This is an optimization exercise on Yosys and OpenROAD, whose aim is small area, not a production implementation.
Function was checked by simulation only, so behaviour that the tests miss may differ from the original.
Power figures rest on the tool's default switching activity, not on a simulated workload.

Setup of garnet:
==> module SIGNAL_GENERATOR_ANALYZER, before the edit <==
module SIGNAL_GENERATOR_ANALYZER
(
	input CLK_100MHz,
	input rst,
	output logic [15:0] MUAFR_MOSI_P,
	output [15:0] MUAFR_MOSI_N,
	input  logic [15:0] MUAFR_MISO_P,
	input  logic [15:0] MUAFR_MISO_N,
	input enable_generate,
	output logic [15:0] status_wire,
	output [15:0] status_gen
);
wire en = enable_generate;
wire match;			 
wire slot_end;			 
wire [6: 0] match_cnt_ch [15: 0];
logic [2: 0] rst_hist;
always @(posedge CLK_100MHz)
	rst_hist <= {rst_hist[1: 0], rst};
wire hist_valid = ~|rst_hist;
logic mode_q;
logic [6: 0] low_cnt;
logic [3: 0] hi_cnt;
wire [2: 0] win_hi = mode_q ? 3'd0 : hi_cnt[2: 0];
wire [3: 0] j = mode_q ? hi_cnt : 4'd0;		 
always @(posedge CLK_100MHz)
	if (rst)
		mode_q <= 0;
	else
		mode_q <= en;
wire win_end  = (&win_hi) & (&low_cnt[6: 5]) & low_cnt[3] & ~low_cnt[2] & low_cnt[1] & ~low_cnt[0];	 
wire win_wrap = (&win_hi) & (&low_cnt[6: 5]) & low_cnt[3] & low_cnt[2];						 
wire [6: 0] slot_cnt = mode_q ? low_cnt : 7'd0;
assign slot_end = mode_q & (low_cnt == 7'd99);
always @(posedge CLK_100MHz)
	if (rst | (en & slot_end) | (~en & win_wrap))
		low_cnt <= 0;
	else if (mode_q != en)
		low_cnt <= 1;
	else
		low_cnt <= low_cnt + 1'b1;
always @(posedge CLK_100MHz)
	if (rst | (mode_q != en) | (~en & win_wrap))
		hi_cnt <= 0;
	else if (en ? slot_end : &low_cnt)
		hi_cnt <= hi_cnt + 1'b1;
logic pending;
always @(posedge CLK_100MHz)
	if (rst)
		pending <= 0;
	else if (~en)
		pending <= win_end;
genvar i;
generate
	for (i = 0; i < 16; i = i + 1)
	begin : generator
		SIGNAL_GENERATOR_ANALYZER_ONE_WIRE #(.SHARE(i == 15)) signal_generator_analyzer_one_wire
		(
			.CLK_100MHz(CLK_100MHz),
			.rst(rst),
			.enable_generate(en),
			.MUAFR_MISO_P(MUAFR_MISO_P[i]),
			.MUAFR_MISO_N(MUAFR_MISO_N[i]),
			.hist_valid(hist_valid),
			.win_end(win_end),
			.pending(pending),
			.mode_q(mode_q),
			.match(match),
			.slot_end(slot_end),
			.match_cnt(match_cnt_ch[i]),
			.status_gen(status_gen[i])
		);
	end
endgenerate
logic flag;			 
logic prev_flag;		 
logic mosi_up;			 
logic mosi_cur;			 
always @(posedge CLK_100MHz)
	if (rst)
	begin
		flag <= 1;
		prev_flag <= 0;
	end else if (~en)
	begin
		flag <= 0;
	end else
	begin
		prev_flag <= flag;
		if (slot_end & (j == 4'd15))
			flag <= ~flag;
	end
always @(posedge CLK_100MHz)
	if (rst | ~en)
	begin
		mosi_up <= 0;
		mosi_cur <= 0;
	end else if (prev_flag != flag)
	begin
		mosi_up <= ~flag;
		mosi_cur <= ~flag;
	end else if (slot_end)
	begin
		if (j == 4'd15)
		begin
			mosi_up <= ~flag;
			mosi_cur <= ~flag;
		end else
			mosi_cur <= mosi_up;
	end else
		mosi_cur <= (slot_cnt < 7'd96) ? flag : ~flag;
integer k;
always @*
	for (k = 0; k < 16; k = k + 1)
		MUAFR_MOSI_P[k] = (k < j) ? ~flag : (k == j) ? mosi_cur : mosi_up;
assign MUAFR_MOSI_N = ~MUAFR_MOSI_P;
wire miso_p_j = MUAFR_MISO_P[j];
wire miso_n_j = MUAFR_MISO_N[j];
assign match = (miso_p_j == flag) & (miso_n_j != flag);
wire [6: 0] match_cnt = match_cnt_ch[15];
logic [15: 0] left;
always @(posedge CLK_100MHz)
	if (rst)
		left <= 0;
	else if (~en)
		left[j] <= 0;
	else if (slot_end)
		left[j] <= match;
logic seen, multi;
always @*
begin
	seen = 0;
	multi = 0;
	for (k = 0; k < 14; k = k + 1)
	begin
		multi = multi | (seen & (MUAFR_MISO_P[k] == miso_p_j));
		seen = seen | (MUAFR_MISO_P[k] == miso_p_j);
	end
end
wire short_P = seen & ~multi;
wire short_N = miso_n_j ? (&MUAFR_MISO_N[13: 0]) : ~(|MUAFR_MISO_N[13: 0]);
logic [7: 0] cnt_kz_P;
logic [7: 0] cnt_kz_N;
always @(posedge CLK_100MHz)
	if (rst)
	begin
		cnt_kz_P <= 0;
		cnt_kz_N <= 0;
	end else if (en)
	begin
		if (slot_cnt == 7'd98)
			cnt_kz_P <= 0;
		else if (short_P)
			cnt_kz_P <= cnt_kz_P + 1'b1;
		if (slot_end)
			cnt_kz_N <= 0;
		else if (short_N)
			cnt_kz_N <= cnt_kz_N + 1'b1;
	end
logic verdict;
always @(posedge CLK_100MHz)
	if (slot_cnt == 7'd97)
		verdict <= (cnt_kz_P > 8'd87) & (cnt_kz_N > 8'd87);
	else if (slot_cnt == 7'd98)
		verdict <= verdict & ((match_cnt > 7'd56) | ((match_cnt == 7'd56) & left[j]));
always @(posedge CLK_100MHz)
	if (rst)
		status_wire <= 0;
	else if (en & slot_end & ~flag)
		status_wire[j] <= verdict;
endmodule
export LEC_CHECK = 0
export CAP_MARGIN = 20
export CORE_MARGIN = 2
export CORE_UTILIZATION = 40
export SLEW_MARGIN = 20
create_clock -name core_clock -period 10.0 [get_ports {CLK_100MHz}]
standard.sh (not shown) runs the stock make flow with config.mk's settings and CLKGATE_MAP_FILE= SYNTH_SCRIPT=/design/flow/synth_recipe.tcl, a recipe that flattens the netlist after the stock synthesis.
==> flow/flow/run.sh <==
#!/bin/bash
# The standard layout (standard.sh) with three changes to how the layout is made:
#  - ABC maps the logic with an area-oriented script (flow/abc_area.script),
#  - ports get sky130_fd_sc_hd__buf_1 buffers,
#  - CTS builds the tree from clkbuf_8 with clusters of at most 16 sinks and no dummy loads.
set -e
rm -rf scripts_mod
cp -r "$FLOW_HOME/scripts" scripts_mod
cp flow/abc_area.script scripts_mod/abc_area.script
export SCRIPTS_DIR="$PWD/scripts_mod"
export ABC_AREA=1
export BUFFER_PORTS_ARGS="-buffer_cell sky130_fd_sc_hd__buf_1"
export CTS_ARGS="-sink_clustering_enable -repair_clock_nets -dont_use_dummy_load -buf_list sky130_fd_sc_hd__clkbuf_8 -sink_clustering_size 16 -sink_clustering_max_diameter 60"
bash standard.sh > standard.log 2>&1
==> flow/flow/abc_area.script <==
strash
&get -n
&b
&syn4
&put
strash
dc2
&get -n
&dch -f
&nf -R 1000 -p -a
&put
strash
dc2
&get -n
&dch -f
&nf -R 1000 -p -a
&put
--- input diff garnet..indigo ---
-- flow/design.v --
<<< garnet, line 90
logic mode_q;
logic [6: 0] low_cnt;
logic [3: 0] hi_cnt;
wire [2: 0] win_hi = mode_q ? 3'd0 : hi_cnt[2: 0];
wire [3: 0] j = mode_q ? hi_cnt : 4'd0;		 
always @(posedge CLK_100MHz)
	if (rst)
>>> indigo, line 90
logic mode_q;
logic [6: 0] low_cnt;
logic [2: 0] win_hi;
always @(posedge CLK_100MHz)
	if (rst)
<<< garnet, line 110
		low_cnt <= low_cnt + 1'b1;
always @(posedge CLK_100MHz)
	if (rst | (mode_q != en) | (~en & win_wrap))
		hi_cnt <= 0;
	else if (en ? slot_end : &low_cnt)
		hi_cnt <= hi_cnt + 1'b1;
logic pending;
always @(posedge CLK_100MHz)
>>> indigo, line 108
		low_cnt <= low_cnt + 1'b1;
always @(posedge CLK_100MHz)
	if (rst | en | win_wrap)
		win_hi <= 0;
	else if (&low_cnt)
		win_hi <= win_hi + 1'b1;
logic pending;
always @(posedge CLK_100MHz)
<<< garnet, line 142
	end
endgenerate
logic flag;			 
logic prev_flag;		 
>>> indigo, line 140
	end
endgenerate
logic [3: 0] j;			 
logic flag;			 
logic prev_flag;		 
<<< garnet, line 149
	if (rst)
	begin
		flag <= 1;
		prev_flag <= 0;
	end else if (~en)
	begin
		flag <= 0;
	end else
	begin
		prev_flag <= flag;
		if (slot_end & (j == 4'd15))
			flag <= ~flag;
	end
always @(posedge CLK_100MHz)
>>> indigo, line 148
	if (rst)
	begin
		j <= 0;
		flag <= 1;
		prev_flag <= 0;
	end else if (~en)
	begin
		j <= 0;
		flag <= 0;
	end else
	begin
		prev_flag <= flag;
		if (slot_end)
		begin
			j <= j + 1'b1;
			if (j == 4'd15)
				flag <= ~flag;
		end
	end
always @(posedge CLK_100MHz)
Results
In terms of fraction of power spent switching nets, indigo and garnet differ only marginally. indigo against garnet: global-route wire length before repair moved down, cell area level. When the final numbers for garnet and indigo were put side by side, the flip-flop and latch count turned out to be smaller in garnet. Between indigo and garnet, the overall die area figures differ only marginally.

separate check: timing with driven ports:
How much do the figures lean on ideal ports? The routed layouts below were timed once more, with nothing changed but the port constraints. Step 1: set_driving_cell puts a clkbuf_16 on CLK_100MHz and a buf_2 on each other input, an assumption about the parent block. Step 2 times the ports against the registers' clock, not the clock port: input delays grow and output delays shrink by t, the midpoint of the rising clock arrivals with the driver on. Slacks: no drivers / after step 1 / after step 2; pairs: no drivers / after step 1.
| run | t, ns | setup WS [ns] | hold WS [ns] | worst setup path at the end |
|---|---|---|---|---|
| garnet | 0.651 | 4.813 / 4.766 / 4.635 | 0.297 / 0.297 / 0.297 | input to register |
| indigo | 0.641 | 4.968 / 4.919 / 4.442 | 0.319 / 0.319 / 0.319 | input to register |
After both steps setup and hold are still met in every run listed. For indigo, which loses most, drivers alone change the setup slack by -0.049 ns; drivers and shift together by -0.526 ns.
